Source: an optimization exercise on an open RTL-to-GDS flow (aim: small area and a short achievable clock period). Production flows keep margins and buffers that such runs may drop.
Function was checked by simulation only, so behaviour that the tests miss may differ from the original.
Power and IR drop assume default switching activity.

### flow/run.sh
#!/bin/bash
# Layout: the standard flow (standard.sh) in three parts:
#  1. the standard synthesis, unchanged;
#  2. flow/downsize.tcl swaps each combinational cell of the synthesized
#     netlist for the smallest cell of its family (same function and pins);
#     registers are left as synthesis made them;
#  3. the rest of the standard flow, with two changes on make's command line:
#     every port gets a plain buf_1 as its port buffer, and repair_timing
#     aims for 15.6 ns of setup slack at the design's 22 ns clock, so that it
#     keeps shortening (and sizing up) the critical paths instead of stopping
#     as soon as the 22 ns period is met.
# The SDC, clock period and I/O constraints are the design's, unchanged.
# Each step's full log is in orfs/logs/; the steps' own output is in
# run_synth.log, run_downsize.log and run_layout.log.
set -euo pipefail
OPENROAD="${FLOW_HOME:-/OpenROAD-flow-scripts/flow}/../tools/install/OpenROAD/bin/openroad"
bash standard.sh synth > run_synth.log 2>&1
ODB_FILE="orfs/results/${FLOW_PLATFORM:-sky130hd}/Main_module/base/1_synth.odb" \
  "$OPENROAD" -no_init -exit flow/downsize.tcl > run_downsize.log 2>&1
bash standard.sh \
  'BUFFER_PORTS_ARGS=-buffer_cell sky130_fd_sc_hd__buf_1' \
  SETUP_SLACK_MARGIN=15.6 \
  finish > run_layout.log 2>&1
### flow/downsize.tcl
# Swap each combinational standard cell of the synthesized netlist for the
# smallest cell of its family (same function and pins, another drive
# strength). Registers are left as synthesis made them. The timing repairs
# later in the flow size cells up again where the paths need it.
# usage: openroad -no_init -exit downsize.tcl  (ODB_FILE names the database)
read_db $::env(ODB_FILE)
set db [ord::get_db]
set dont_use {}
if {[info exists ::env(DONT_USE_CELLS)]} { set dont_use [split [string trim [regsub -all {\s+} $::env(DONT_USE_CELLS) " "]] " "] }
array set best {}
array set best_area {}
foreach lib [$db getLibs] {
  foreach m [$lib getMasters] {
    set n [$m getName]
    if {![regexp {^(sky130_fd_sc_hd__[a-z0-9]+)_([0-9]+)$} $n -> base size]} { continue }
    if {[lsearch -exact $dont_use $n] >= 0} { continue }
    set a [expr {[$m getWidth] * [$m getHeight]}]
    if {![info exists best($base)] || $a < $best_area($base)} {
      set best($base) $m
      set best_area($base) $a
    }
  }
}
set skip {^sky130_fd_sc_hd__(e?s?df|dl|tap|fill|decap|conb|diode)}
set swapped 0
set saved 0
foreach inst [[[$db getChip] getBlock] getInsts] {
  set m [$inst getMaster]
  set n [$m getName]
  if {[regexp $skip $n]} { continue }
  if {![regexp {^(sky130_fd_sc_hd__[a-z0-9]+)_([0-9]+)$} $n -> base size]} { continue }
  if {![info exists best($base)]} { continue }
  set nm $best($base)
  if {[$nm getName] eq $n} { continue }
  set a0 [expr {[$m getWidth] * [$m getHeight]}]
  if {[$inst swapMaster $nm]} {
    incr swapped
    set saved [expr {$saved + $a0 - $best_area($base)}]
  }
}
puts "downsize: swapped $swapped cells, [expr {$saved / 1e6}] um2 less"
write_db $::env(ODB_FILE)
### standard.sh
#!/bin/bash
# synth_recipe.tcl (not shown) runs the flow's synth.tcl, then flattens the netlist and writes it again
# the make line also repeats each setting of config.mk as NAME=value (left out here)
make -C /OpenROAD-flow-scripts/flow DESIGN_CONFIG=/design/flow/config.mk WORK_HOME=/design/flow/orfs CLKGATE_MAP_FILE= SYNTH_SCRIPT=/design/flow/synth_recipe.tcl "${@:-finish}"
### config.mk
export PLATFORM = sky130hd
export DESIGN_NAME = Main_module
export DESIGN_NICKNAME = Main_module
export VERILOG_FILES = /design/flow/design.v
export SDC_FILE = /design/flow/constraint.sdc
export NUM_CORES = 4
export LEC_CHECK = 0
export CAP_MARGIN = 20
export CORE_MARGIN = 2
export CORE_UTILIZATION = 60
export CTS_BUF_LIST = sky130_fd_sc_hd__clkbuf_8
export SLEW_MARGIN = 20
export SYNTH_HIERARCHICAL = 1
export SYNTH_MINIMUM_KEEP_SIZE = 0
### constraint.sdc
create_clock -name core_clock -period 22.0 [get_ports {clk}]
set_input_delay 4.4000 -clock core_clock [delete_from_list [all_inputs] [get_ports {clk}]]
set_output_delay 4.4000 -clock core_clock [all_outputs]
set_load 0.01 [all_outputs]
### design.v
`timescale 1ns / 1ps
module Fuzzy_logic_based_tuner(
 input clk, rst, enable,
 input [10:0] err,
 input [10:0] D,
 input valid,
 output reg [3:0] Kp, Kd
 );
   wire [3:0] a, b;
   fuzzy_clamp10 clamp_e (.x(err), .a(a));
   fuzzy_clamp10 clamp_d (.x(D), .a(b));
   wire same = ~(err[10] ^ D[10]);
   wire [6:0] kpd;
   fuzzy_gain_table table0 (.a(a), .b(b), .s(same), .o(kpd));
   always @(posedge clk) begin
      if (rst) begin
         Kp <= 0;
         Kd <= 0;
      end else if (enable) begin
         Kp <= valid ? {1'b0, kpd[6:4]} : 4'd0;
         Kd <= valid ? kpd[3:0] : 4'd0;
      end
   end
endmodule
module fuzzy_clamp10(
 input [10:0] x,
 output [3:0] a
 );
   wire new_n16, new_n17, new_n18, new_n19, new_n20, new_n21, new_n22, new_n23, new_n24, new_n25, new_n26, new_n27, new_n28, new_n29, new_n30, new_n32, new_n33, new_n35, new_n36, new_n37, new_n39, new_n40;
   tg_clkinv g00 (.A(x[0]), .Y(new_n16));
   tg_clkinv g01 (.A(x[1]), .Y(new_n17));
   tg_clkinv g02 (.A(x[2]), .Y(new_n18));
   tg_nor2 g03 (.A(new_n17), .B(new_n18), .Y(new_n19));
   tg_clkinv g04 (.A(x[10]), .Y(new_n20));
   tg_nand2 g05 (.A(x[8]), .B(x[9]), .Y(new_n21));
   tg_nand4 g06 (.A(x[4]), .B(x[5]), .C(x[6]), .D(x[7]), .Y(new_n22));
   tg_nor3 g07 (.A(new_n20), .B(new_n21), .C(new_n22), .Y(new_n23));
   tg_o21ai g08 (.A1(x[3]), .A2(new_n19), .B1(new_n23), .Y(new_n24));
   tg_o21ai g09 (.A1(x[1]), .A2(x[2]), .B1(x[3]), .Y(new_n25));
   tg_nor3 g10 (.A(x[8]), .B(x[9]), .C(x[10]), .Y(new_n26));
   tg_nor4 g11 (.A(x[4]), .B(x[5]), .C(x[6]), .D(x[7]), .Y(new_n27));
   tg_nand3 g12 (.A(new_n27), .B(new_n25), .C(new_n26), .Y(new_n28));
   tg_nand2 g13 (.A(new_n24), .B(new_n28), .Y(new_n29));
   tg_clkinv g14 (.A(new_n29), .Y(new_n30));
   tg_nor2 g15 (.A(new_n16), .B(new_n30), .Y(a[0]));
   tg_a21oi g16 (.A1(x[0]), .A2(x[10]), .B1(x[1]), .Y(new_n32));
   tg_nor3 g17 (.A(new_n16), .B(new_n17), .C(new_n20), .Y(new_n33));
   tg_o21ai g18 (.A1(new_n32), .A2(new_n33), .B1(new_n29), .Y(a[1]));
   tg_o21ai g19 (.A1(x[0]), .A2(x[1]), .B1(x[10]), .Y(new_n35));
   tg_nand2 g20 (.A(new_n35), .B(new_n18), .Y(new_n36));
   tg_nor2 g21 (.A(new_n18), .B(new_n35), .Y(new_n37));
   tg_nor3b g22 (.A(new_n37), .B(new_n30), .C_N(new_n36), .Y(a[2]));
   tg_nand2 g23 (.A(new_n36), .B(x[10]), .Y(new_n39));
   tg_xor2 g24 (.A(x[3]), .B(new_n39), .X(new_n40));
   tg_nand2 g25 (.A(new_n40), .B(new_n29), .Y(a[3]));
endmodule
module fuzzy_gain_table(
 input [3:0] a,
 input [3:0] b,
 input s,
 output [6:0] o
 );
   wire new_n17, new_n18, new_n19, new_n20, new_n21, new_n22, new_n23, new_n24, new_n25, new_n26, new_n27, new_n28, new_n29, new_n30, new_n31, new_n32, new_n33, new_n34, new_n35, new_n36, new_n37, new_n38, new_n39, new_n40, new_n41, new_n42, new_n43, new_n44, new_n45, new_n46, new_n47, new_n48, new_n49, new_n50, new_n51, new_n52, new_n53, new_n54, new_n55, new_n56, new_n57, new_n58, new_n59, new_n60, new_n61, new_n62, new_n63, new_n64, new_n65, new_n66, new_n67, new_n68, new_n69, new_n70, new_n71, new_n72, new_n73, new_n74, new_n75, new_n76, new_n77, new_n78, new_n79, new_n80, new_n81, new_n82, new_n83, new_n84, new_n85, new_n86, new_n87, new_n88, new_n89, new_n90, new_n91, new_n92, new_n93, new_n94, new_n95, new_n96, new_n97, new_n98, new_n99, new_n100, new_n101, new_n102, new_n103, new_n104, new_n105, new_n107, new_n108, new_n109, new_n110, new_n111, new_n112, new_n113, new_n114, new_n115, new_n116, new_n118, new_n119, new_n122, new_n123, new_n124, new_n125, new_n126, new_n127, new_n128, new_n129, new_n130, new_n131, new_n132, new_n135, new_n136;
   tg_clkinv g000 (.A(b[0]), .Y(new_n17));
   tg_nor2 g001 (.A(b[1]), .B(b[2]), .Y(new_n18));
   tg_clkinv g002 (.A(new_n18), .Y(new_n19));
   tg_nor2 g003 (.A(new_n17), .B(new_n19), .Y(new_n20));
   tg_clkinv g004 (.A(new_n20), .Y(new_n21));
   tg_clkinv g005 (.A(b[3]), .Y(new_n22));
   tg_nor2 g006 (.A(new_n22), .B(new_n18), .Y(new_n23));
   tg_clkinv g007 (.A(new_n23), .Y(new_n24));
   tg_clkinv g008 (.A(b[1]), .Y(new_n25));
   tg_o21ai g009 (.A1(new_n17), .A2(new_n25), .B1(b[2]), .Y(new_n26));
   tg_nand2 g010 (.A(new_n24), .B(new_n26), .Y(new_n27));
   tg_nor2 g011 (.A(b[0]), .B(new_n27), .Y(new_n28));
   tg_nor2 g012 (.A(b[1]), .B(b[3]), .Y(new_n29));
   tg_o21ai g013 (.A1(new_n29), .A2(new_n28), .B1(a[0]), .Y(new_n30));
   tg_clkinv g014 (.A(a[0]), .Y(new_n31));
   tg_clkinv g015 (.A(b[2]), .Y(new_n32));
   tg_nor2 g016 (.A(b[3]), .B(new_n32), .Y(new_n33));
   tg_nor2 g017 (.A(new_n31), .B(new_n17), .Y(new_n34));
   tg_nor2 g018 (.A(new_n17), .B(new_n25), .Y(new_n35));
   tg_nor2 g019 (.A(b[0]), .B(b[1]), .Y(new_n36));
   tg_o21ai g020 (.A1(new_n36), .A2(new_n35), .B1(new_n22), .Y(new_n37));
   tg_a22oi g021 (.A1(new_n33), .A2(new_n34), .B1(new_n37), .B2(new_n31), .Y(new_n38));
   tg_nand2 g022 (.A(new_n30), .B(new_n38), .Y(new_n39));
   tg_nor2 g023 (.A(a[1]), .B(a[2]), .Y(new_n40));
   tg_nand2 g024 (.A(new_n39), .B(new_n40), .Y(new_n41));
   tg_nand2 g025 (.A(new_n33), .B(new_n25), .Y(new_n42));
   tg_nand2 g026 (.A(new_n28), .B(a[3]), .Y(new_n43));
   tg_o221ai g027 (.A1(new_n17), .A2(new_n42), .B1(new_n21), .B2(new_n41), .C1(new_n43), .Y(new_n44));
   tg_clkinv g028 (.A(s), .Y(new_n45));
   tg_clkinv g029 (.A(new_n40), .Y(new_n46));
   tg_nor2 g030 (.A(a[1]), .B(b[1]), .Y(new_n47));
   tg_clkinv g031 (.A(new_n47), .Y(new_n48));
   tg_nor2 g032 (.A(new_n34), .B(new_n48), .Y(new_n49));
   tg_nand2 g033 (.A(new_n49), .B(new_n32), .Y(new_n50));
   tg_clkinv g034 (.A(new_n49), .Y(new_n51));
   tg_clkinv g035 (.A(new_n33), .Y(new_n52));
   tg_clkinv g036 (.A(a[1]), .Y(new_n53));
   tg_nor2 g037 (.A(new_n53), .B(new_n25), .Y(new_n54));
   tg_nand2 g038 (.A(new_n34), .B(new_n54), .Y(new_n55));
   tg_nand2 g039 (.A(new_n55), .B(new_n52), .Y(new_n56));
   tg_nand2 g040 (.A(new_n51), .B(new_n56), .Y(new_n57));
   tg_nand2 g041 (.A(new_n57), .B(new_n50), .Y(new_n58));
   tg_clkinv g042 (.A(new_n58), .Y(new_n59));
   tg_nor2 g043 (.A(new_n46), .B(new_n59), .Y(new_n60));
   tg_clkinv g044 (.A(new_n60), .Y(new_n61));
   tg_nand2 g045 (.A(new_n57), .B(new_n22), .Y(new_n62));
   tg_a21oi g046 (.A1(new_n61), .A2(a[3]), .B1(new_n62), .Y(new_n63));
   tg_clkinv g047 (.A(new_n63), .Y(new_n64));
   tg_nand2 g048 (.A(new_n64), .B(new_n45), .Y(new_n65));
   tg_nor2 g049 (.A(a[2]), .B(a[3]), .Y(new_n66));
   tg_clkinv g050 (.A(new_n66), .Y(new_n67));
   tg_nor2 g051 (.A(a[0]), .B(a[1]), .Y(new_n68));
   tg_clkinv g052 (.A(new_n68), .Y(new_n69));
   tg_a31oi g053 (.A1(new_n21), .A2(new_n69), .A3(b[3]), .B1(new_n67), .Y(new_n70));
   tg_nor2 g054 (.A(a[0]), .B(b[0]), .Y(new_n71));
   tg_o21ai g055 (.A1(new_n53), .A2(new_n71), .B1(new_n18), .Y(new_n72));
   tg_clkinv g056 (.A(a[3]), .Y(new_n73));
   tg_nor2 g057 (.A(b[3]), .B(new_n35), .Y(new_n74));
   tg_nand2 g058 (.A(a[0]), .B(a[1]), .Y(new_n75));
   tg_nor2 g059 (.A(b[2]), .B(b[3]), .Y(new_n76));
   tg_a211oi g060 (.A1(new_n73), .A2(new_n75), .B1(new_n76), .C1(new_n74), .Y(new_n77));
   tg_a21oi g061 (.A1(new_n70), .A2(new_n72), .B1(new_n77), .Y(new_n78));
   tg_o31ai g062 (.A1(a[2]), .A2(new_n70), .A3(new_n72), .B1(new_n78), .Y(new_n79));
   tg_or2 g063 (.A(new_n53), .B(new_n79), .X(new_n80));
   tg_nand3 g064 (.A(new_n52), .B(a[0]), .C(new_n54), .Y(new_n81));
   tg_nand3 g065 (.A(new_n80), .B(new_n70), .C(new_n81), .Y(new_n82));
   tg_a21oi g066 (.A1(new_n65), .A2(new_n82), .B1(new_n44), .Y(new_n83));
   tg_clkinv g067 (.A(a[2]), .Y(new_n84));
   tg_nor2 g068 (.A(a[3]), .B(new_n84), .Y(new_n85));
   tg_o21ai g069 (.A1(new_n75), .A2(new_n24), .B1(new_n85), .Y(new_n86));
   tg_a21oi g070 (.A1(new_n22), .A2(new_n71), .B1(new_n20), .Y(new_n87));
   tg_a21oi g071 (.A1(new_n87), .A2(new_n50), .B1(new_n76), .Y(new_n88));
   tg_o21a g072 (.A1(new_n69), .A2(new_n87), .B1(new_n88), .X(new_n89));
   tg_or3 g073 (.A(new_n86), .B(new_n89), .C(new_n44), .X(new_n90));
   tg_o21ai g074 (.A1(new_n45), .A2(new_n28), .B1(new_n73), .Y(new_n91));
   tg_clkinv g075 (.A(new_n36), .Y(new_n92));
   tg_o21ai g076 (.A1(new_n73), .A2(new_n92), .B1(new_n22), .Y(new_n93));
   tg_nand3 g077 (.A(new_n41), .B(new_n91), .C(new_n93), .Y(new_n94));
   tg_clkinv g078 (.A(new_n41), .Y(new_n95));
   tg_nor2 g079 (.A(new_n95), .B(new_n64), .Y(new_n96));
   tg_clkinv g080 (.A(new_n76), .Y(new_n97));
   tg_nor3 g081 (.A(new_n73), .B(new_n25), .C(new_n95), .Y(new_n98));
   tg_o21ai g082 (.A1(new_n97), .A2(new_n98), .B1(new_n45), .Y(new_n99));
   tg_o211ai g083 (.A1(new_n84), .A2(new_n22), .B1(new_n73), .C1(new_n90), .Y(new_n100));
   tg_a22oi g084 (.A1(new_n68), .A2(new_n85), .B1(new_n100), .B2(new_n99), .Y(new_n101));
   tg_nor2 g085 (.A(new_n96), .B(new_n101), .Y(new_n102));
   tg_nand3 g086 (.A(new_n41), .B(a[3]), .C(b[2]), .Y(new_n103));
   tg_a32oi g087 (.A1(new_n85), .A2(new_n76), .A3(new_n58), .B1(new_n79), .B2(new_n42), .Y(new_n104));
   tg_a21boi g088 (.A1(new_n104), .A2(new_n103), .B1_N(new_n94), .Y(new_n105));
   tg_o22ai g089 (.A1(new_n90), .A2(new_n94), .B1(new_n105), .B2(new_n102), .Y(o[1]));
   tg_o21ai g090 (.A1(new_n74), .A2(o[1]), .B1(new_n70), .Y(new_n107));
   tg_a21oi g091 (.A1(new_n80), .A2(new_n69), .B1(new_n29), .Y(new_n108));
   tg_o22ai g092 (.A1(new_n39), .A2(new_n46), .B1(a[3]), .B2(new_n108), .Y(new_n109));
   tg_nand3 g093 (.A(new_n107), .B(new_n83), .C(new_n109), .Y(new_n110));
   tg_o21ai g094 (.A1(new_n34), .A2(new_n54), .B1(new_n48), .Y(new_n111));
   tg_o21ai g095 (.A1(new_n71), .A2(new_n51), .B1(new_n111), .Y(new_n112));
   tg_a21oi g096 (.A1(new_n96), .A2(new_n112), .B1(new_n90), .Y(new_n113));
   tg_a21oi g097 (.A1(new_n46), .A2(a[3]), .B1(new_n23), .Y(new_n114));
   tg_nand2 g098 (.A(new_n114), .B(a[3]), .Y(new_n115));
   tg_o21bai g099 (.A1(new_n96), .A2(new_n115), .B1_N(new_n113), .Y(new_n116));
   tg_o21ai g100 (.A1(new_n83), .A2(new_n116), .B1(new_n110), .Y(o[0]));
   tg_nor3 g101 (.A(new_n22), .B(new_n85), .C(new_n95), .Y(new_n118));
   tg_o21ai g102 (.A1(new_n25), .A2(new_n52), .B1(new_n72), .Y(new_n119));
   tg_a211oi g103 (.A1(new_n66), .A2(new_n119), .B1(new_n118), .C1(new_n102), .Y(o[2]));
   tg_o32ai g104 (.A1(new_n67), .A2(new_n29), .A3(new_n76), .B1(new_n96), .B2(new_n101), .Y(o[3]));
   tg_nor3 g105 (.A(new_n67), .B(new_n77), .C(new_n59), .Y(new_n122));
   tg_nor2 g106 (.A(b[3]), .B(new_n72), .Y(new_n123));
   tg_nor2 g107 (.A(new_n67), .B(new_n97), .Y(new_n124));
   tg_nand3 g108 (.A(new_n69), .B(new_n92), .C(new_n48), .Y(new_n125));
   tg_a32oi g109 (.A1(new_n27), .A2(a[3]), .A3(new_n46), .B1(new_n124), .B2(new_n125), .Y(new_n126));
   tg_o31ai g110 (.A1(new_n86), .A2(new_n123), .A3(new_n58), .B1(new_n126), .Y(new_n127));
   tg_a21oi g111 (.A1(new_n122), .A2(new_n41), .B1(new_n127), .Y(new_n128));
   tg_nand2 g112 (.A(new_n61), .B(new_n45), .Y(new_n129));
   tg_nand3 g113 (.A(new_n31), .B(b[0]), .C(b[2]), .Y(new_n130));
   tg_nand4 g114 (.A(new_n130), .B(a[2]), .C(new_n22), .D(new_n75), .Y(new_n131));
   tg_o2111ai g115 (.A1(new_n26), .A2(new_n116), .B1(new_n114), .C1(new_n129), .D1(new_n131), .Y(new_n132));
   tg_o21ai g116 (.A1(s), .A2(new_n128), .B1(new_n132), .Y(o[4]));
   tg_o21ai g117 (.A1(new_n122), .A2(new_n65), .B1(new_n114), .Y(o[6]));
   tg_nand3 g118 (.A(new_n61), .B(new_n86), .C(new_n77), .Y(new_n135));
   tg_o21a g119 (.A1(new_n135), .A2(o[3]), .B1(o[6]), .X(new_n136));
   tg_a31oi g120 (.A1(o[4]), .A2(new_n65), .A3(new_n124), .B1(new_n136), .Y(o[5]));
endmodule
module tg_a211oi(input A1, input A2, input B1, input C1, output Y);
  assign Y = (~A1&~B1&~C1) | (~A2&~B1&~C1);
endmodule
module tg_a21boi(input A1, input A2, input B1_N, output Y);
  assign Y = (~A1&B1_N) | (~A2&B1_N);
endmodule
module tg_a21oi(input A1, input A2, input B1, output Y);
  assign Y = (~A1&~B1) | (~A2&~B1);
endmodule
module tg_a22oi(input A1, input A2, input B1, input B2, output Y);
  assign Y = (~A1&~B1) | (~A1&~B2) | (~A2&~B1) | (~A2&~B2);
endmodule
module tg_a31oi(input A1, input A2, input A3, input B1, output Y);
  assign Y = (~A1&~B1) | (~A2&~B1) | (~A3&~B1);
endmodule
module tg_a32oi(input A1, input A2, input A3, input B1, input B2, output Y);
  assign Y = (~A1&~B1) | (~A1&~B2) | (~A2&~B1) | (~A3&~B1) | (~A2&~B2) | (~A3&~B2);
endmodule
module tg_clkinv(input A, output Y);
  assign Y = (~A);
endmodule
module tg_nand2(input A, input B, output Y);
  assign Y = (~A) | (~B);
endmodule
module tg_nand3(input A, input B, input C, output Y);
  assign Y = (~A) | (~B) | (~C);
endmodule
module tg_nand4(input A, input B, input C, input D, output Y);
  assign Y = (~A) | (~B) | (~C) | (~D);
endmodule
module tg_nor2(input A, input B, output Y);
  assign Y = (~A&~B);
endmodule
module tg_nor3(input A, input B, input C, output Y);
  assign Y = (~A&~B&~C);
endmodule
module tg_o2111ai(input A1, input A2, input B1, input C1, input D1, output Y);
  assign Y = (~A1&~A2) | (~B1) | (~C1) | (~D1);
endmodule
module tg_o211ai(input A1, input A2, input B1, input C1, output Y);
  assign Y = (~A1&~A2) | (~B1) | (~C1);
endmodule
module tg_o21a(input A1, input A2, input B1, output X);
  assign X = (A1&B1) | (A2&B1);
endmodule
module tg_o21ai(input A1, input A2, input B1, output Y);
  assign Y = (~A1&~A2) | (~B1);
endmodule
module tg_o21bai(input A1, input A2, input B1_N, output Y);
  assign Y = (~A1&~A2) | (B1_N);
endmodule
module tg_o221ai(input A1, input A2, input B1, input B2, input C1, output Y);
  assign Y = (~B1&~B2) | (~A1&~A2) | (~C1);
endmodule
module tg_o22ai(input A1, input A2, input B1, input B2, output Y);
  assign Y = (~B1&~B2) | (~A1&~A2);
endmodule
module tg_o31ai(input A1, input A2, input A3, input B1, output Y);
  assign Y = (~A1&~A2&~A3) | (~B1);
endmodule
module tg_o32ai(input A1, input A2, input A3, input B1, input B2, output Y);
  assign Y = (~A1&~A2&~A3) | (~B1&~B2);
endmodule
module tg_or2(input A, input B, output X);
  assign X = (A) | (B);
endmodule
module tg_or3(input A, input B, input C, output X);
  assign X = (A) | (B) | (C);
endmodule
module tg_nor3b(input A, input B, input C_N, output Y);
  assign Y = (~A&~B&C_N);
endmodule
module tg_nor4(input A, input B, input C, input D, output Y);
  assign Y = (~A&~B&~C&~D);
endmodule
module tg_xor2(input A, input B, output X);
  assign X = (A&~B) | (~A&B);
endmodule
`timescale 1ns / 1ps
module PID_Controller(
 input clk, rst, en,
 input [9:0] target_vel,
 input [9:0] current_vel,
 input [3:0] Ki, Kp, Kd,
 output reg [10:0] err,
 output [10:0] D,
 output reg valid,
 output [9:0] vel_output
 );
   reg [10:0] perr;
   reg [9:0]  accb;
   reg        pv, pvo;
   wire [10:0] E;
   pid_sub11 sub_e (.a({1'b0, target_vel}), .b({1'b0, current_vel}), .y(E));
   pid_sub11 sub_d (.a(err), .b(perr), .y(D));
   wire [9:0] diff = pvo ? D[9:0] : err[9:0];
   wire [9:0] acc_s;
   pid_add10_ripple add_acc (.a(accb), .b(err[9:0]), .y(acc_s));
   wire [9:0] acc = pv ? acc_s : 10'd0;
   wire [9:0] p0 = Kp[0] ? err[9:0] : 10'd0;
   wire [9:0] p1 = Kp[1] ? {err[8:0], 1'b0} : 10'd0;
   wire [9:0] p2 = Kp[2] ? {err[7:0], 2'b0} : 10'd0;
   wire [9:0] d0 = Kd[0] ? diff : 10'd0;
   wire [9:0] d1 = Kd[1] ? {diff[8:0], 1'b0} : 10'd0;
   wire [9:0] d2 = Kd[2] ? {diff[7:0], 2'b0} : 10'd0;
   wire [9:0] d3 = Kd[3] ? {diff[6:0], 3'b0} : 10'd0;
   reg [9:0] vs, vc;
   wire [9:0] i0 = Ki[0] ? acc : 10'd0;
   wire [9:0] i1 = Ki[1] ? {acc[8:0], 1'b0} : 10'd0;
   wire [9:0] i2 = Ki[2] ? {acc[7:0], 2'b0} : 10'd0;
   wire [9:0] i3 = Ki[3] ? {acc[6:0], 3'b0} : 10'd0;
   wire [9:0] ns, nc;
   wire t1, t2, t3, t4, t5, t6, t7, t8, t9, t10, t11, t12, t13, t14, t15, t16, t17, t18, t19, t20, t21, t22, t23, t24, t25, t26, t27, t28, t29, t30, t31, t32, t33, t34, t35, t36, t37, t38, t39, t40, t41, t42, t43, t44, t45, t46, t47, t48, t49, t50, t51, t52, t53, t54, t55, t56, t57, t58, t59, t60, t61, t62, t63, t64, t65, t66, t67, t68, t69, t70, t71, t72, t73, t74, t75, t76, t77, t78, t79, t80, t81, t82, t83, t84, t85, t86, t87, t88, t89, t90, t91, t92, t93, t94, t95, t96, t97, t98, t99, t100, t101, t102, t103, t104, t105, t106, t107, t108, t109, t110, t111, t112, t113, t114, t115, t116, t117, t118, t119, t120, t121, t122, t123, t124, t125, t126, t127, t128, t129, t130, t131, t132, t133, t134, t135, t136, t137, t138;
   pid_fa fa0 (.a(p0[0]), .b(d0[0]), .ci(i0[0]), .s(t1), .co(t2));
   pid_fa fa1 (.a(p0[1]), .b(p1[1]), .ci(d0[1]), .s(t3), .co(t4));
   pid_fa fa2 (.a(d1[1]), .b(t3), .ci(i0[1]), .s(t5), .co(t6));
   pid_fa fa3 (.a(i1[1]), .b(t2), .ci(t5), .s(t7), .co(t8));
   pid_fa fa4 (.a(p0[2]), .b(p1[2]), .ci(p2[2]), .s(t9), .co(t10));
   pid_fa fa5 (.a(t9), .b(d0[2]), .ci(d1[2]), .s(t11), .co(t12));
   pid_fa fa6 (.a(d2[2]), .b(t4), .ci(t11), .s(t13), .co(t14));
   pid_fa fa7 (.a(t13), .b(i0[2]), .ci(i1[2]), .s(t15), .co(t16));
   pid_fa fa8 (.a(i2[2]), .b(t6), .ci(t15), .s(t17), .co(t18));
   pid_fa fa9 (.a(p0[3]), .b(p1[3]), .ci(p2[3]), .s(t19), .co(t20));
   pid_fa fa10 (.a(t10), .b(t19), .ci(d0[3]), .s(t21), .co(t22));
   pid_fa fa11 (.a(d1[3]), .b(d2[3]), .ci(d3[3]), .s(t23), .co(t24));
   pid_fa fa12 (.a(t12), .b(t21), .ci(t23), .s(t25), .co(t26));
   pid_fa fa13 (.a(t14), .b(t25), .ci(i0[3]), .s(t27), .co(t28));
   pid_fa fa14 (.a(i1[3]), .b(i2[3]), .ci(i3[3]), .s(t29), .co(t30));
   pid_fa fa15 (.a(t16), .b(t27), .ci(t29), .s(t31), .co(t32));
   pid_fa fa16 (.a(p0[4]), .b(p1[4]), .ci(p2[4]), .s(t33), .co(t34));
   pid_fa fa17 (.a(t20), .b(t33), .ci(d0[4]), .s(t35), .co(t36));
   pid_fa fa18 (.a(d1[4]), .b(d2[4]), .ci(d3[4]), .s(t37), .co(t38));
   pid_fa fa19 (.a(t22), .b(t24), .ci(t35), .s(t39), .co(t40));
   pid_fa fa20 (.a(t37), .b(t26), .ci(t39), .s(t41), .co(t42));
   pid_fa fa21 (.a(t41), .b(i0[4]), .ci(i1[4]), .s(t43), .co(t44));
   pid_fa fa22 (.a(i2[4]), .b(i3[4]), .ci(t28), .s(t45), .co(t46));
   pid_fa fa23 (.a(t30), .b(t43), .ci(t32), .s(t47), .co(t48));
   pid_fa fa24 (.a(p0[5]), .b(p1[5]), .ci(p2[5]), .s(t49), .co(t50));
   pid_fa fa25 (.a(t34), .b(t49), .ci(d0[5]), .s(t51), .co(t52));
   pid_fa fa26 (.a(d1[5]), .b(d2[5]), .ci(d3[5]), .s(t53), .co(t54));
   pid_fa fa27 (.a(t36), .b(t38), .ci(t51), .s(t55), .co(t56));
   pid_fa fa28 (.a(t53), .b(t40), .ci(t55), .s(t57), .co(t58));
   pid_fa fa29 (.a(t42), .b(t57), .ci(i0[5]), .s(t59), .co(t60));
   pid_fa fa30 (.a(i1[5]), .b(i2[5]), .ci(i3[5]), .s(t61), .co(t62));
   pid_fa fa31 (.a(t44), .b(t59), .ci(t61), .s(t63), .co(t64));
   pid_ha ha0 (.a(t46), .b(t63), .s(t65), .co(t66));
   pid_fa fa32 (.a(p0[6]), .b(p1[6]), .ci(p2[6]), .s(t67), .co(t68));
   pid_fa fa33 (.a(t50), .b(t67), .ci(d0[6]), .s(t69), .co(t70));
   pid_fa fa34 (.a(d1[6]), .b(d2[6]), .ci(d3[6]), .s(t71), .co(t72));
   pid_fa fa35 (.a(t52), .b(t54), .ci(t69), .s(t73), .co(t74));
   pid_fa fa36 (.a(t71), .b(t56), .ci(t73), .s(t75), .co(t76));
   pid_fa fa37 (.a(t58), .b(t75), .ci(i0[6]), .s(t77), .co(t78));
   pid_fa fa38 (.a(i1[6]), .b(i2[6]), .ci(i3[6]), .s(t79), .co(t80));
   pid_fa fa39 (.a(t60), .b(t62), .ci(t77), .s(t81), .co(t82));
   pid_fa fa40 (.a(t79), .b(t64), .ci(t81), .s(t83), .co(t84));
   pid_fa fa41 (.a(p0[7]), .b(p1[7]), .ci(p2[7]), .s(t85), .co(t86));
   pid_fa fa42 (.a(t68), .b(t85), .ci(d0[7]), .s(t87), .co(t88));
   pid_fa fa43 (.a(d1[7]), .b(d2[7]), .ci(d3[7]), .s(t89), .co(t90));
   pid_fa fa44 (.a(t70), .b(t72), .ci(t87), .s(t91), .co(t92));
   pid_fa fa45 (.a(t89), .b(t74), .ci(t91), .s(t93), .co(t94));
   pid_fa fa46 (.a(t76), .b(t93), .ci(i0[7]), .s(t95), .co(t96));
   pid_fa fa47 (.a(i1[7]), .b(i2[7]), .ci(i3[7]), .s(t97), .co(t98));
   pid_fa fa48 (.a(t78), .b(t80), .ci(t95), .s(t99), .co(t100));
   pid_fa fa49 (.a(t97), .b(t82), .ci(t99), .s(t101), .co(t102));
   pid_fa fa50 (.a(p0[8]), .b(p1[8]), .ci(p2[8]), .s(t103), .co(t104));
   pid_fa fa51 (.a(t86), .b(t103), .ci(d0[8]), .s(t105), .co(t106));
   pid_fa fa52 (.a(d1[8]), .b(d2[8]), .ci(d3[8]), .s(t107), .co(t108));
   pid_fa fa53 (.a(t88), .b(t90), .ci(t105), .s(t109), .co(t110));
   pid_fa fa54 (.a(t107), .b(t92), .ci(t109), .s(t111), .co(t112));
   pid_fa fa55 (.a(t94), .b(t111), .ci(i0[8]), .s(t113), .co(t114));
   pid_fa fa56 (.a(i1[8]), .b(i2[8]), .ci(i3[8]), .s(t115), .co(t116));
   pid_fa fa57 (.a(t96), .b(t98), .ci(t113), .s(t117), .co(t118));
   pid_fa fa58 (.a(t115), .b(t100), .ci(t117), .s(t119), .co(t120));
   pid_xor2 xr0 (.a(p0[9]), .b(p1[9]), .y(t121));
   pid_xor2 xr1 (.a(p2[9]), .b(t121), .y(t122));
   pid_xor2 xr2 (.a(t104), .b(t122), .y(t123));
   pid_xor2 xr3 (.a(t123), .b(d0[9]), .y(t124));
   pid_xor2 xr4 (.a(d1[9]), .b(d2[9]), .y(t125));
   pid_xor2 xr5 (.a(d3[9]), .b(t124), .y(t126));
   pid_xor2 xr6 (.a(t125), .b(t106), .y(t127));
   pid_xor2 xr7 (.a(t108), .b(t126), .y(t128));
   pid_xor2 xr8 (.a(t127), .b(t128), .y(t129));
   pid_xor2 xr9 (.a(t129), .b(t110), .y(t130));
   pid_xor2 xr10 (.a(t130), .b(t112), .y(t131));
   pid_xor2 xr11 (.a(t131), .b(i1[9]), .y(t132));
   pid_xor2 xr12 (.a(i2[9]), .b(i3[9]), .y(t133));
   pid_xor2 xr13 (.a(i0[9]), .b(t132), .y(t134));
   pid_xor2 xr14 (.a(t133), .b(t114), .y(t135));
   pid_xor2 xr15 (.a(t116), .b(t134), .y(t136));
   pid_xor2 xr16 (.a(t135), .b(t136), .y(t137));
   pid_xor2 xr17 (.a(t137), .b(t118), .y(t138));
   assign ns = {t138, t102, t84, t66, t65, t45, t18, t8, t7, t1};
   assign nc = {t120, t119, t101, t83, t48, t47, t31, t17, 1'b0, 1'b0};
   pid_add10 add_out (.a(vs), .b(vc), .y(vel_output));
   always @(posedge clk) begin
      accb <= pv ? acc_s : 10'd0;
      if (en)
         perr <= err;
      if (rst) begin
         vs <= 0;
         vc <= 0;
         err <= 0;
         pv <= 0;
         pvo <= 0;
         valid <= 0;
      end else if (en) begin
         vs <= ns;
         vc <= nc;
         err <= E;
         pv <= 1'b1;
         pvo <= pv;
         valid <= 1'b1;
      end else begin
         pv <= 1'b0;
      end
   end
endmodule
module pid_sub11(input [10:0] a, input [10:0] b, output [10:0] y);
   assign y = a - b;
endmodule
module pid_add10(input [9:0] a, input [9:0] b, output [9:0] y);
   assign y = a + b;
endmodule
module pid_fa(input a, input b, input ci, output s, output co);
   assign s = a ^ b ^ ci;
   assign co = (a & b) | (ci & (a ^ b));
endmodule
module pid_ha(input a, input b, output s, output co);
   assign s = a ^ b;
   assign co = a & b;
endmodule
module pid_xor2(input a, input b, output y);
   assign y = a ^ b;
endmodule
module pid_add10_ripple(input [9:0] a, input [9:0] b, output [9:0] y);
   wire [10:0] c;
   assign c[0] = 1'b0;
   genvar k;
   generate
      for (k = 0; k < 10; k = k + 1) begin : bitk
         assign y[k] = a[k] ^ b[k] ^ c[k];
         assign c[k+1] = (a[k] & b[k]) | (a[k] & c[k]) | (b[k] & c[k]);
      end
   endgenerate
endmodule
`timescale 1ns / 1ps
module Main_module(
 input clk,
 input rst,
 input enable,
 input [9:0] target_vel,
 input [9:0] current_vel,
 input [3:0] Ki,
 output [3:0] Kp,
 output [3:0] Kd,
 output [9:0] vel_output
 );
   wire [10:0] err, D;
   wire        valid;
   PID_Controller XLXI_1 (.clk(clk), .rst(rst), .en(enable),
                          .target_vel(target_vel), .current_vel(current_vel),
                          .Ki(Ki), .Kp(Kp), .Kd(Kd),
                          .err(err), .D(D), .valid(valid),
                          .vel_output(vel_output));
   Fuzzy_logic_based_tuner XLXI_2 (.clk(clk), .rst(rst), .enable(enable),
                                   .err(err), .D(D), .valid(valid),
                                   .Kp(Kp), .Kd(Kd));
endmodule
==> reports/metrics.yaml <==
hold_depth: 2
grt_pass1_wl_um: 25510
cp.required_ps: 22250
min_to: "XLXI_1.vc[8]"
pwr-share-seq_pct: 35.4
start_util_pct: 61.65
r2r-start: "XLXI_1.err[0]"
slew_viol_final: 0
drive_above_1_share_pct: 4.302
track_usage_pct: 28.67
holdCritPathClass: "reg2reg"
antenna_found_initial: 0
setup.worst_path.start_class: "input port"
setup_viol: 0
rows: 37
wl_per_cell_um: 17.28
skew_ps: 8.163
power_w: 0.0003834
core_area_sq_um: 10320
status: "complete, no violations"
relSlewSlack_pct: 45.97
die-area_sq_um: 11450
avgSynthCellArea_sq_um: 8.816
die_h_um: 107.0
clk_latency_ps: 370
setup_tns_ps: 0
cts.clk_slew.worst_paths_ps: 70
finalWeightedCongestion: 0.9328
p_clk_share_pct: 22.4
leakagePower_nw: 3.302
wl_um: 15600
grt_setup_unrepaired: "yes"
ant_nets: 0
numCtsBuffers: 9
multiInputGateArea_sq_um: 4836
endpoint_kind: "flip-flop"
r2r_cells: 33
io_pins: 45
antenna_cells: 0
cts_tree: "yes"
min_period_ps: 6313
dp_hpwl_um: 12070
final_nets: 893
netlist_area_sq_um: 6365
r2r_setup_slack_ps: 16070
max_freq_mhz: 158.4
powerDensity_nw_per_um2: 55.40
hold_viol: 0
cts.path.max_buffers: 2
power.internal_w: 0.0002260
post-route-period-util_pct: 28.70
overflow: 0
synthCells: 722
io_buffer_count: 43
synth_warnings: 8
final_common_cell: "fa_1"
nFillCells: 831
drv_cap: 0
seq_area_sq_um: 1315
ctsHoldBuffers: 0
drt_iter0_markers: 339
final_cell_mix: "fa_1, inv_1, nor2_1"
htree_levels: 3
p_switching_w: 0.0001574
hp-start: "XLXI_1.vc[8]"
ir_drop_v: 0.00004279
root_buffer: "clkbuf_8"
vias: 5296
grt_max_degree: 58
critPathMaxFanout: 9
dr.pass1.iters: 5
grt_pass1_vias: 5295
post-route-drc-count: 0
area_delta_synth_final_pct: 8.728
crit_type: "in2reg"
r2r_end: "XLXI_2.Kd[0]"
cts_sinks: 60
routed_via_density: 5.865
sw_frac_of_total_pct: 41.05
die_width_um: 107.0
crit_arrival_ps: 6560
worst_slew_pin_slew_ps: 810.4
hold_ws_ps: 515.1
p_comb_share_pct: 42.3
final cells by class:
cell class | instances | area share [%]
flip-flops and latches | 60 | 19.00
multi-input cells | 580 | 69.88
clock buffers | 10 | 1.989
well taps | 136 | 2.459
inverters | 66 | 3.580
repair buffers | 48 | 2.929
clock inverters | 3 | 0.1627
power by group through the flow:
stage	Combinational (W)	Clock [W]	Sequential [W]
after floorplan	0.000116	0	0.000132
after global routing	0.000178	0.0000927	0.000137
final	0.000162	0.0000857	0.000136
after CTS	0.000156	0.0000875	0.000135
after detailed placement	0.000154	0	0.000138
after global placement	0.000152	0	0.000137
registers in the layout, summed over array words and instances (netlist names):
signal / count
XLXI_1.valid: 1
XLXI_2.Kd: 4
XLXI_1.vc: 8
XLXI_1.err: 11
XLXI_1.pvo: 1
XLXI_1.vs: 10
XLXI_2.Kp: 3
XLXI_1.perr: 11
XLXI_1.pv: 1
XLXI_1.accb: 10
critical path, cell delays in order:
cell and delay (ps):
buf_1 210, and3_1 280, fa_1 480, fa_1 560, fa_1 420, mux2i_1 150, nor2_1 50
metrics by stage:
| step | worst slack [ps] | cell area, sq um | instances | utilization (%) |
|---|---|---|---|---|
| floorplan | 15600 | 6381 | 726 | - |
| global placement | 15270 | 6669 | 889 | 64.60 |
| detailed placement | 15190 | 6669 | 889 | 64.60 |
| CTS | 15600 | 6849 | 902 | 66.34 |
| global route | 15560 | 6920 | 903 | 67.03 |
| finish | 15690 | 6920 | 903 | 67.03 |
what timing repair did:
action                     CTS  global route
setup endpoints to repair    4            10
resized for setup            6            16
hold endpoints to repair     0             0
buffers inserted             0             1
pin swaps                    0             7
worst max-delay path by stage:
| stage | start | to | slack [ps] | cells past startpoint |
|---|---|---|---|---|
| finish | Ki[1] | XLXI_1.vc[8] | 15690 | 7 |
| global route | XLXI_1.err[0] | XLXI_2.Kd[0] | 15560 | 33 |
| CTS | XLXI_1.vc[5] | vel_output[8] | 15600 | 6 |
| detailed placement | target_vel[0] | XLXI_1.err[10] | 15190 | 12 |
| global placement | target_vel[0] | XLXI_1.err[10] | 15270 | 12 |
| floorplan | target_vel[0] | XLXI_1.err[10] | 15600 | 11 |
metal layers:
layer  GRT usage [%]  wire (um)
met3           6.565       1041
met1           36.14       6464
met5               0          0
met4           8.163        264
met2           49.45       7833

-- what the ideal ports hide --
Ports are ideal in the flow. The routed layout listed here was re-timed in OpenROAD. Step 1 sets driving cells, clkbuf_16 on the clock port and buf_2 on the other inputs (assumed; they add their load-dependent delay and slew). Step 2 moves the port delays by t, midway between the first and last clock arrival at a register: inputs arrive t later, outputs are due t later. That takes back most of the time a late clock gives input paths. a / b / c = ideal ports / drivers / drivers and shift; a / b = the first two.
t, ns: 0.402
setup slack, ns: 15.687 / 15.670 / 15.300
worst register clock-pin slew, ns: 0.07 / 0.07
After both steps this run still meets setup and hold. For this run, drivers alone change the setup slack by -0.017 ns; drivers and shift together by -0.387 ns.
